From an optimization exercise on the open Yosys and OpenROAD flow, aimed at small area, a short achievable clock period and few clock cycles; shortcuts taken in it are not production practice.
Function was checked by simulation only, so behaviour that the tests miss may differ from the original.
No driver is modelled on the clock port, so clock power and skew are understated where the tree is cut down; a real chip needs a root buffer or a tree.
Power is estimated from default activity; no workload was simulated.

// fact_machine_wrapper
module fact_machine_wrapper(
    input logic rst, go, clk,
    input logic [31:0] n,
    output logic [31:0] result,
    output logic done
    );
    logic        busy;        
    logic [5:0]  code;        
    logic [31:0] table_out;   
    logic t000, t001, t002, t003, t004, t005, t006, t007, t008, t009, t010, t011;
    logic t012, t013, t014, t015, t016, t017, t018, t019, t020, t021, t022, t023;
    logic t024, t025, t026, t027, t028, t029, t030, t031, t032, t033, t034, t035;
    logic t036, t037, t038, t039, t040, t041, t042, t043, t044, t045, t046, t047;
    logic t048, t049, t050, t051, t052, t053, t054, t055, t056, t057, t058, t059;
    logic t060, t061, t062, t063, t064, t065, t066, t067, t068, t069, t070, t071;
    logic t072, t073, t074, t075, t076, t077, t078, t079, t080, t081, t082, t083;
    logic t084, t085, t086, t087, t088, t089, t090, t091, t092, t093, t094, t095;
    logic t096, t097, t098, t099, t100, t101, t102, t103, t104, t105, t106, t107;
    logic t108, t109, t110, t111, t112, t113, t114, t115, t116, t117, t118, t119;
    logic t120, t121, t122, t123, t124, t125, t126, t127, t128, t129, t130, t131;
    logic t132, t133, t134, t135, t136, t137, t138, t139, t140, t141, t142, t143;
    logic t144, t145, t146, t147, t148, t149, t150, t151, t152, t153, t154, t155;
    logic t156, t157, t158, t159, t160, t161, t162, t163, t164, t165, t166, t167;
    logic t168, t169;
    assign t110 = code[2] & code[1];
    assign t111 = ~t110;
    assign t112 = ~code[0];
    assign t113 = ~code[3];
    assign t114 = ~code[5];
    assign t115 = code[4] & t114;
    assign t116 = t115 & t113;
    assign t117 = t116 & t112;
    assign t118 = t117 & t111;
    assign t119 = ~t118;
    assign t120 = code[2] & code[0];
    assign t121 = t120 & t116;
    assign t122 = ~t121;
    assign t123 = code[1] & t112;
    assign t124 = ~t123;
    assign t125 = ~code[4];
    assign t126 = t114 & code[3];
    assign t127 = t126 & code[2];
    assign t128 = t127 & t125;
    assign t129 = t128 & t124;
    assign t130 = ~t129;
    assign t131 = t130 & t122;
    assign t132 = ~t131;
    assign t133 = t116 & t110;
    assign t134 = ~t133;
    assign t135 = t126 & t120;
    assign t136 = ~t135;
    assign t137 = t136 & t134;
    assign t138 = ~t137;
  ...
For scale: ~190 cells after synthesis, ~1500 sq um of cells after synthesis.
export LEC_CHECK = 0
export ABC_AREA = 1
export CAP_MARGIN = 20
export CORE_MARGIN = 2
export CORE_UTILIZATION = 25
export SETUP_SLACK_MARGIN = 3.25
export SLEW_MARGIN = 20
create_clock -name core_clock -period 5.0 [get_ports {clk}]
standard.sh (not shown) runs the stock make flow with config.mk's settings and CLKGATE_MAP_FILE= SYNTH_SCRIPT=/design/flow/synth_recipe.tcl, a recipe that flattens the netlist after the stock synthesis.
==> flow/flow/run.sh <==
#!/bin/bash
# The standard layout (standard.sh), with these changes:
#  - each port's buffer is a plain buf_1;
#  - after the standard synthesis, flow/fastor.py rebuilds the wide OR of the
#    operand bits that feeds the code registers as a fast NOR2/NAND tree
#    (it checks the function by simulation and touches no register);
#  - after CTS, the clock tree is replaced by three clock buffers on the
#    clock port, each driving a third of the registers (flow/onebuf.tcl), so
#    every register's clock passes through one buffer of the same kind.
# Each tool's output goes to a log of its own in this folder.
set -euo pipefail
W=$(pwd)
R=$W/orfs/results/sky130hd/fact_machine_wrapper/base
LIB=$FLOW_HOME/platforms/sky130hd/lib/sky130_fd_sc_hd__tt_025C_1v80.lib
export BUFFER_PORTS_ARGS="-buffer_cell sky130_fd_sc_hd__buf_1"
bash standard.sh $R/1_2_yosys.v > standard_synth.log 2>&1
cp $R/1_2_yosys.v $W/standard_1_2_yosys.v
python3 $W/flow/fastor.py $LIB $W/standard_1_2_yosys.v $W/fastor.v > fastor.log 2>&1
cp $W/fastor.v $R/1_2_yosys.v
bash standard.sh $R/4_cts.odb > standard_to_cts.log 2>&1
IN_ODB=$R/4_cts.odb OUT_ODB=$R/4_cts.odb CLK_NBUF=3 CLK_BUF=sky130_fd_sc_hd__clkbuf_8 CLK_PORT=clk \
PLATFORM_DIR=$FLOW_HOME/platforms/sky130hd \
  openroad -no_init -exit $W/flow/onebuf.tcl > onebuf.log 2>&1
bash standard.sh > standard.log 2>&1
==> flow/flow/onebuf.tcl <==
# Replace the clock tree that CTS built by CLK_NBUF clock buffers (cell
# CLK_BUF) that the clock port drives, each driving an equal share of the
# registers, grouped by position. Every register's clock then passes through
# exactly one buffer of the same kind. CTS's dummy loads are removed.
read_db $::env(IN_ODB)
set block [ord::get_db_block]
set buf_master [[ord::get_db] findMaster $::env(CLK_BUF)]
set clk_net [$block findNet $::env(CLK_PORT)]
set root ""
foreach it [$clk_net getITerms] {
  if {[$it isInputSignal]} { set root [$it getInst] }
}
if {$root eq ""} { error "no buffer on the clock port" }
set root_out ""
foreach it [$root getITerms] { if {[$it isOutputSignal]} { set root_out [$it getNet] } }
# collect every clock buffer below the root, level by level
set todo [list $root_out]
set sinks {}
set dead_insts {}
set dead_nets {}
while {[llength $todo]} {
  set net [lindex $todo 0]; set todo [lrange $todo 1 end]
  foreach it [$net getITerms] {
    if {![$it isInputSignal]} continue
    set inst [$it getInst]
    set m [[$inst getMaster] getName]
    if {[string match "sky130_fd_sc_hd__clkbuf_*" $m] || [string match "sky130_fd_sc_hd__buf_*" $m]} {
      lappend dead_insts $inst
      foreach o [$inst getITerms] {
        if {![$o isOutputSignal]} continue
        set onet [$o getNet]
        if {$onet eq "NULL" || $onet eq ""} continue
        lappend todo $onet
        lappend dead_nets $onet
      }
    } elseif {[$it getMTerm] ne "" && [[$it getMTerm] getName] eq "CLK"} {
      lappend sinks $it
    } else {
      # a dummy load CTS added for balancing: its output drives nothing
      foreach o [$inst getITerms] {
        if {![$o isOutputSignal]} continue
        set onet [$o getNet]
        if {$onet eq "NULL" || $onet eq ""} continue
        if {[llength [$onet getITerms]] > 1 || [llength [$onet getBTerms]] > 0} { error "clock sink [$inst getName] drives logic" }
        lappend dead_nets $onet
      }
      lappend dead_insts $inst
    }
  }
}
puts "clock sinks: [llength $sinks], buffers removed: [llength $dead_insts]"
foreach it $sinks { $it disconnect }
foreach inst $dead_insts { odb::dbInst_destroy $inst }
foreach net $dead_nets { odb::dbNet_destroy $net }
odb::dbInst_destroy $root
odb::dbNet_destroy $root_out
# split the sinks into K groups of equal size by position (slices across the
# wider side of their bounding box), each driven by one buffer on the port
set K $::env(CLK_NBUF)
set pts {}
set x0 1e18; set x1 -1e18; set y0 1e18; set y1 -1e18
foreach it $sinks {
  set b [[$it getInst] getBBox]
  set x [expr {([$b xMin] + [$b xMax]) / 2}]; set y [expr {([$b yMin] + [$b yMax]) / 2}]
  lappend pts [list $it $x $y]
  set x0 [expr {min($x0, $x)}]; set x1 [expr {max($x1, $x)}]; set y0 [expr {min($y0, $y)}]; set y1 [expr {max($y1, $y)}]
}
set key [expr {($x1 - $x0) >= ($y1 - $y0) ? 1 : 2}]
set pts [lsort -integer -index $key $pts]
set n [llength $pts]
for {set g 0} {$g < $K} {incr g} {
  set lo [expr {$g * $n / $K}]; set hi [expr {($g + 1) * $n / $K - 1}]
  set grp [lrange $pts $lo $hi]
  set net [odb::dbNet_create $block "clknet_$g"]
  $net setSigType CLOCK
  set inst [odb::dbInst_create $block $buf_master "clkbuf_$g"]
  [$inst findITerm A] connect $clk_net
  [$inst findITerm X] connect $net
  [$inst findITerm VPWR] connect [$block findNet VDD]
  [$inst findITerm VGND] connect [$block findNet VSS]
  [$inst findITerm VPB] connect [$block findNet VDD]
  [$inst findITerm VNB] connect [$block findNet VSS]
  set xs 0; set ys 0
  foreach p $grp { [lindex $p 0] connect $net; set xs [expr {$xs + [lindex $p 1]}]; set ys [expr {$ys + [lindex $p 2]}] }
  set m [llength $grp]
  $inst setLocation [expr {$xs / $m}] [expr {$ys / $m}]
  $inst setPlacementStatus PLACED
  puts "clock buffer clkbuf_$g drives $m sinks"
}
source $::env(PLATFORM_DIR)/setRC.tcl
detailed_placement
check_placement -verbose
write_db $::env(OUT_ODB)
Other scripts of this flow, unchanged in this note and not shown: flow/flow/fastor.py
Testbench counts at the start, summed over its fixed seeds: cycles 960.
Then changed:
--- a/flow/config.mk
+++ b/flow/config.mk
@@ -10,3 +10,3 @@
 export CORE_MARGIN = 2
-export CORE_UTILIZATION = 25
+export CORE_UTILIZATION = 55
 export SETUP_SLACK_MARGIN = 3.25
Design area shrinks by 2.8%; sequential share of layout area grows by 1.2 points; worst hold slack degrades by 0.0034 ns; via count rises by 0.55%; power falls by 1.6%; cell count came out lower by 13%; synthesized cell count stays the same; combinational power falls by 4.3%; global-route usage goes up by 10 points; routed wire length shrinks by 17%.
Then changed:
--- a/flow/config.mk
+++ b/flow/config.mk
@@ -10,4 +10,4 @@
 export CORE_MARGIN = 2
-export CORE_UTILIZATION = 55
-export SETUP_SLACK_MARGIN = 3.25
+export CORE_UTILIZATION = 25
+export SETUP_SLACK_MARGIN = 3.1
 export SLEW_MARGIN = 20
After rerunning:
- The new run produced a clean layout
- global-route usage falls by 10 points
- via count drops by 1.9%
- combinational power drops by about 5%
- area after synthesis does not change
- core utilization falls by 39 points
- die area went up by about 110%
Then changed:
--- a/flow/flow/run.sh
+++ b/flow/flow/run.sh
@@ -20,3 +20,3 @@
 bash standard.sh $R/4_cts.odb > standard_to_cts.log 2>&1
-IN_ODB=$R/4_cts.odb OUT_ODB=$R/4_cts.odb CLK_NBUF=3 CLK_BUF=sky130_fd_sc_hd__clkbuf_8 CLK_PORT=clk \
+IN_ODB=$R/4_cts.odb OUT_ODB=$R/4_cts.odb CLK_NBUF=4 CLK_BUF=sky130_fd_sc_hd__clkbuf_8 CLK_PORT=clk \
 PLATFORM_DIR=$FLOW_HOME/platforms/sky130hd \
--- a/flow/config.mk
+++ b/flow/config.mk
@@ -11,3 +11,3 @@
 export CORE_UTILIZATION = 25
-export SETUP_SLACK_MARGIN = 3.1
+export SETUP_SLACK_MARGIN = 3.25
 export SLEW_MARGIN = 20
Effect: Cell area came out higher by 4.0%. Global-route usage barely changes. Register-to-register slack gets better by 0.05 ns. Area after synthesis does not change.
Then changed:
--- a/flow/flow/run.sh
+++ b/flow/flow/run.sh
@@ -20,3 +20,3 @@
 bash standard.sh $R/4_cts.odb > standard_to_cts.log 2>&1
-IN_ODB=$R/4_cts.odb OUT_ODB=$R/4_cts.odb CLK_NBUF=4 CLK_BUF=sky130_fd_sc_hd__clkbuf_8 CLK_PORT=clk \
+IN_ODB=$R/4_cts.odb OUT_ODB=$R/4_cts.odb CLK_NBUF=3 CLK_BUF=sky130_fd_sc_hd__clkbuf_8 CLK_PORT=clk \
 PLATFORM_DIR=$FLOW_HOME/platforms/sky130hd \
--- a/flow/config.mk
+++ b/flow/config.mk
@@ -10,3 +10,3 @@
 export CORE_MARGIN = 2
-export CORE_UTILIZATION = 25
+export CORE_UTILIZATION = 40
 export SETUP_SLACK_MARGIN = 3.25
Result:
- The new run finished with timing, DRC and antenna clean
- core utilization increases by 18 points
- final area decreases by 4.4%
- hold slack improves by 0.014 ns
- critical path depth decreases by 4
- die area decreases by 36%
- register-to-register slack improves by 0.05 ns
- power decreases by 4.4%
- setup slack improves by 0.015 ns
- sequential cell count is unchanged
- cell count decreases by 8.6%
- sequential power hardly moves
In every run of this note, the design's own scripts or RTL, not TritonCTS, make the clock network.

## separate check: timing with driven ports
No port has a modelled driver above. Below, the same layouts with a new extraction and two added sets of constraints. Step 1 (the two cells are an assumption about what drives the block):
set clk [get_ports {clk}]
set_driving_cell -lib_cell sky130_fd_sc_hd__clkbuf_16 $clk
set_driving_cell -lib_cell sky130_fd_sc_hd__buf_2 [delete_from_list [all_inputs] $clk]
Step 2, shift: input delay + t, output delay - t, t = (earliest + latest rising clock arrival at the registers) / 2. This alone moves slack from input paths to output paths. a / b / c = no drivers / after step 1 / after step 2; a / b = the first two.
run | t (ns) | setup slack, ns | hold WS [ns] | worst setup path after step 2
the first run | 0.189 | 3.379 / 3.335 / 3.228 | 0.481 / 0.481 / 0.481 | input to register
the second run | 0.185 | 3.360 / 3.367 / 3.198 | 0.478 / 0.478 / 0.478 | input to register
the third run | 0.190 | 3.351 / 3.304 / 3.232 | 0.480 / 0.480 / 0.480 | input to register
the fourth run | 0.181 | 3.378 / 3.358 / 3.227 | 0.478 / 0.478 / 0.478 | input to register
the fifth run | 0.186 | 3.392 / 3.349 / 3.255 | 0.492 / 0.492 / 0.492 | input to register
After both steps setup and hold are still met in every run listed. For the second run, which loses most, drivers alone change the setup slack by +0.007 ns; drivers and shift together by -0.162 ns.
